Context: an optimization exercise on an open-source flow, tuned for small area. The choices shown serve that exercise and are no tape-out recipe.
At most, simulation tests tie the RTL to the original design; equivalence was not proved.
The flow treats the clock pin as an ideal source, which a real chip does not have.
No activity file was given, so power comes from the tool's default toggle rates.

== job 7368 ==
==> flow/design.v <==
`timescale 1ns / 1ps
module uart_rx (
    input clk,
    input rst,
    input in,
    output notif,
    output reg [7:0] data,
    output send
);
  localparam [13:0] POL = 14'h2aaa;
  localparam [13:0] J = 14'h3440;
  localparam [13:0] M = 14'h3e29;
  localparam [13:0] T = 14'h157d;
  localparam [13:0] TMASK = 14'h3fd5;
  reg [3:0] p;
  reg [13:0] y;
  wire [13:0] c = y ^ POL;
  wire term = (c & TMASK) == (T & TMASK);
  wire idle = (~p[3] & ~p[2] & ~p[1] & ~p[0]) | (p[3] & p[2] & p[0]);
  wire [13:0] cn = idle ? M : term ? J : {c[12:0], c[13] ^ c[12]};
  always @(posedge clk) y <= cn ^ POL;
  wire inc = term | (~p[3] & ~p[2] & ~p[1]) | (p[3] & p[2]);
  always @(posedge clk) begin
    if (rst) p <= 4'd0;
    else if (idle) p <= in ? 4'd0 : 4'd1;
    else p <= p + {3'd0, inc};
  end
  always @(posedge clk) begin
    if (term && ((~p[3] & ~p[2] & p[0]))) data[4] <= in;
    if (term && ((~p[3] & ~p[1] & ~p[0]))) data[5] <= in;
    if (term && ((~p[3] & ~p[1] & p[0]))) data[6] <= in;
    if (term && ((p[2] & p[1] & ~p[0]))) data[7] <= in;
    if (term && ((p[2] & p[1] & p[0]))) data[0] <= in;
    if (term && ((p[3] & ~p[1] & ~p[0]))) data[1] <= in;
    if (term && ((p[3] & ~p[1] & p[0]))) data[2] <= in;
    if (term && ((p[3] & p[1] & ~p[0]))) data[3] <= in;
  end
  assign notif = ~((~p[3] & ~p[2] & ~p[1]));
  assign send = (p[3] & p[2] & p[0]);
endmodule
`timescale 1ns / 1ps
module uart_tx (
    input clk,
    input rst,
    input send,
    input [7:0] data,
    output notif,
    output reg out
);
  localparam [13:0] POL = 14'h2aaa;
  localparam [13:0] J = 14'h2a81;
  localparam [13:0] T = 14'h175d;
  localparam [13:0] TMASK = 14'h2df7;
  reg [3:0] p;
  reg [13:0] y;
  wire [13:0] c = y ^ POL;
  wire term = (c & TMASK) == (T & TMASK);
  wire idle = (p[3] & p[2] & p[1]);
  wire pend = (~p[3] & ~p[2]);
  wire [13:0] cn = (((~p[3] & ~p[2]) | (p[3] & p[2] & p[1])) | term) ? J : {c[12:0], c[13] ^ c[12]};
  always @(posedge clk) y <= cn ^ POL;
  wire inc = term | pend;
  always @(posedge clk) begin
    if (rst) p <= 4'd15;
    else if (idle) p <= send ? 4'd3 : 4'd15;
    else p <= p + {3'd0, inc};
  end
  always @(posedge clk) begin
    if (rst) out <= 1'b1;
    else if ((~p[3] & ~p[2])) out <= 1'b0;
    else if (term) out <= ~((~p[3]) | (~p[2])) | data[p[2:0]];
  end
  assign notif = ~((~p[3] & ~p[2]) | (p[3] & p[2] & p[1] & p[0]));
endmodule
`timescale 1ns / 1ps
module top (
    input clk,
    input rst,
    input uart_txd_in,
    output uart_rxd_out,
    output [1:0] led
);
  wire [7:0] data;
  wire send;
  uart_rx uart_rx (
      .clk(clk),
      .rst(rst),
      .in(uart_txd_in),
      .notif(led[0]),
      .data(data),
      .send(send)
  );
  uart_tx uart_tx (
      .clk  (clk),
      .rst  (rst),
      .send (send),
      .data (data),
      .notif(led[1]),
      .out  (uart_rxd_out)
  );
endmodule
export LEC_CHECK = 0
export CAP_MARGIN = 20
export CORE_MARGIN = 2
export CORE_UTILIZATION = 45
export PLACE_DENSITY = 0.9
export SLEW_MARGIN = 20
create_clock -name core_clock -period 10.0 [get_ports {clk}]
standard.sh (not shown) runs the stock make flow with config.mk's settings and CLKGATE_MAP_FILE= SYNTH_SCRIPT=/design/flow/synth_recipe.tcl, a recipe that flattens the netlist after the stock synthesis.
==> flow/flow/run.sh <==
#!/bin/bash
# Own layout flow: the standard layout (standard.sh), except that
#  - synthesis is the standard flow's synthesis script with an area-oriented ABC script
#    (flow/synth.tcl, flow/abc_area.script); registers are mapped as before,
#  - the ports are buffered with the smallest buffer (buf_1),
#  - the clock tree is CTS_K clock buffers (CTS_BUF), each at the centre of
#    an equal share of the flip-flops (flow/cts.tcl), in place of TritonCTS,
#  - global routing ends with ORFS's power recovery, which downsizes gates
#    that have timing slack to spare.
# Each step's output goes to a log file of its own in this folder.
set -euo pipefail
export BUFFER_PORTS_ARGS="-buffer_cell sky130_fd_sc_hd__buf_1"
export RECOVER_POWER=100
export ABC_SCRIPT=$PWD/flow/abc_area.script
sed "s#SYNTH_SCRIPT=[^ ]*#SYNTH_SCRIPT=$PWD/flow/synth.tcl#" standard.sh > own_synth.sh
bash own_synth.sh synth > own_synth.log 2>&1
bash standard.sh place > standard_place.log 2>&1
R=orfs/results/${FLOW_PLATFORM}/top/base
CTS_BUF=sky130_fd_sc_hd__clkbuf_4 CTS_K=4 \
  CTS_IN=$R/3_place.odb CTS_SDC=$R/3_place.sdc CTS_OUT=$R/4_1_cts.odb CTS_OUT_SDC=$R/4_cts.sdc \
  openroad -no_init -exit flow/cts.tcl > cts.log 2>&1
bash standard.sh > standard_finish.log 2>&1
Other scripts of this flow, unchanged in this note and not shown: flow/flow/abc_area.script, flow/flow/cts.tcl, flow/flow/synth.tcl
Relative to job 7368, the following input files were edited for job 9752:
==> flow/design.v <==
`timescale 1ns / 1ps
module uart_rx (
    input clk,
    input rst,
    input in,
    output notif,
    output reg [7:0] data,
    output send
);
  localparam [13:0] POL = 14'h2aaa;
  localparam [13:0] J = 14'h3440;
  localparam [13:0] M = 14'h3e29;
  localparam [13:0] T = 14'h157d;
  localparam [13:0] TMASK = 14'h3fd5;
  reg [3:0] p;
  reg [13:0] y;
  wire [13:0] c = y ^ POL;
  wire term = (c & TMASK) == (T & TMASK);
  wire idle = p[3:1] == 3'b001;   
  wire [13:0] cn = idle ? M : term ? J : {c[12:0], c[13] ^ c[12]};
  always @(posedge clk) y <= cn ^ POL;
  wire inc = term | p == 4'd6 | p == 4'd1;
  wire c1 = inc & p[0];
  wire c2 = c1 & p[1];
  wire c3 = c2 & p[2];
  always @(posedge clk) begin
    p[0] <= rst | (idle ? in : p[0] ^ inc);
    p[1] <= rst | idle | (p[1] ^ c1);
    p[2] <= ~rst & (idle ? ~in : p[2] ^ c2);
    p[3] <= ~rst & ~idle & (p[3] ^ c3);
  end
  wire we = term & p[3];
  always @(posedge clk) begin
    if (we && p[2:0] == 3'd0) data[0] <= in;
    if (we && p[2:0] == 3'd1) data[1] <= in;
    if (we && p[2:0] == 3'd2) data[2] <= in;
    if (we && p[2:0] == 3'd3) data[3] <= in;
    if (we && p[2:0] == 3'd4) data[4] <= in;
    if (we && p[2:0] == 3'd5) data[5] <= in;
    if (we && p[2:0] == 3'd6) data[6] <= in;
    if (we && p[2:0] == 3'd7) data[7] <= in;
  end
  assign notif = ~(p == 4'd3 || p == 4'd6);
  assign send = p == 4'd2;
endmodule
`timescale 1ns / 1ps
module uart_tx (
    input clk,
    input rst,
    input send,
    input [7:0] data,
    output notif,
    output reg out
);
  localparam [13:0] POL = 14'h2aaa;
  localparam [13:0] J = 14'h2a81;
  localparam [13:0] T = 14'h175d;
  localparam [13:0] TMASK = 14'h2df7;
  reg [3:0] p;
  reg [13:0] y;
  wire [13:0] c = y ^ POL;
  wire term = (c & TMASK) == (T & TMASK);
  wire idle = p[3:1] == 3'b001;   
  wire pend = p == 4'd7;
  wire [13:0] cn = (idle | pend | term) ? J : {c[12:0], c[13] ^ c[12]};
  always @(posedge clk) y <= cn ^ POL;
  wire inc = term | pend;
  wire c1 = inc & p[0];
  wire c2 = c1 & p[1];
  wire c3 = c2 & p[2];
  always @(posedge clk) begin
    p[0] <= rst | idle | (p[0] ^ inc);
    p[1] <= rst | idle | (p[1] ^ c1);
    p[2] <= ~rst & (idle ? send : p[2] ^ c2);
    p[3] <= ~rst & ~idle & (p[3] ^ c3);
  end
  always @(posedge clk) begin
    if (rst) out <= 1'b1;
    else if (pend) out <= 1'b0;
    else if (term) out <= ~p[3] | data[p[2:0]];
  end
  assign notif = ~(p == 4'd3 || pend);
endmodule
`timescale 1ns / 1ps
module top (
    input clk,
    input rst,
    input uart_txd_in,
    output uart_rxd_out,
    output [1:0] led
);
  wire [7:0] data;
  wire send;
  uart_rx uart_rx (
      .clk(clk),
      .rst(rst),
      .in(uart_txd_in),
      .notif(led[0]),
      .data(data),
      .send(send)
  );
  uart_tx uart_tx (
      .clk  (clk),
      .rst  (rst),
      .send (send),
      .data (data),
      .notif(led[1]),
      .out  (uart_rxd_out)
  );
endmodule
==> run notes <==
Job 9752 | status: complete | timing, DRC, antenna: pass. Changes observed in job 9752 relative to job 7368: wire length reported by the detailed router fell 27 um, first-pass GRT wire length rose about 10%, part of the cycle the worst path needs rose 0.91 points. Clock network fraction of total power on job 9752 is down relative to job 7368. Compared with job 7368, job 9752 shows a synthesis-to-finish area growth that is 0.39 points lower.
Only the layout flow was run in job 7368; the RTL was not checked for function there.

## static timing again, ports no longer ideal
Ports are ideal in the flow. The routed layouts listed here were re-timed in OpenROAD.
Step 1 sets driving cells, clkbuf_16 on the clock port and buf_2 on the other inputs (assumed; they add their load-dependent delay and slew).
Step 2 also shifts input and output timing later by t, the mid clock arrival at the registers, as if the neighbouring blocks saw the same clock.
a / b / c = ideal / step 1 / step 2; a / b = the first two.
run	t, ns	setup WS [ns]	hold slack, ns	cell pins on the clock port's net
job 7368	0.206	6.839 / 6.800 / 7.005	0.388 / 0.388 / 0.388	4
job 9752	0.205	6.747 / 6.706 / 6.911	0.389 / 0.389 / 0.389	4
After both steps every run listed still meets setup and hold.
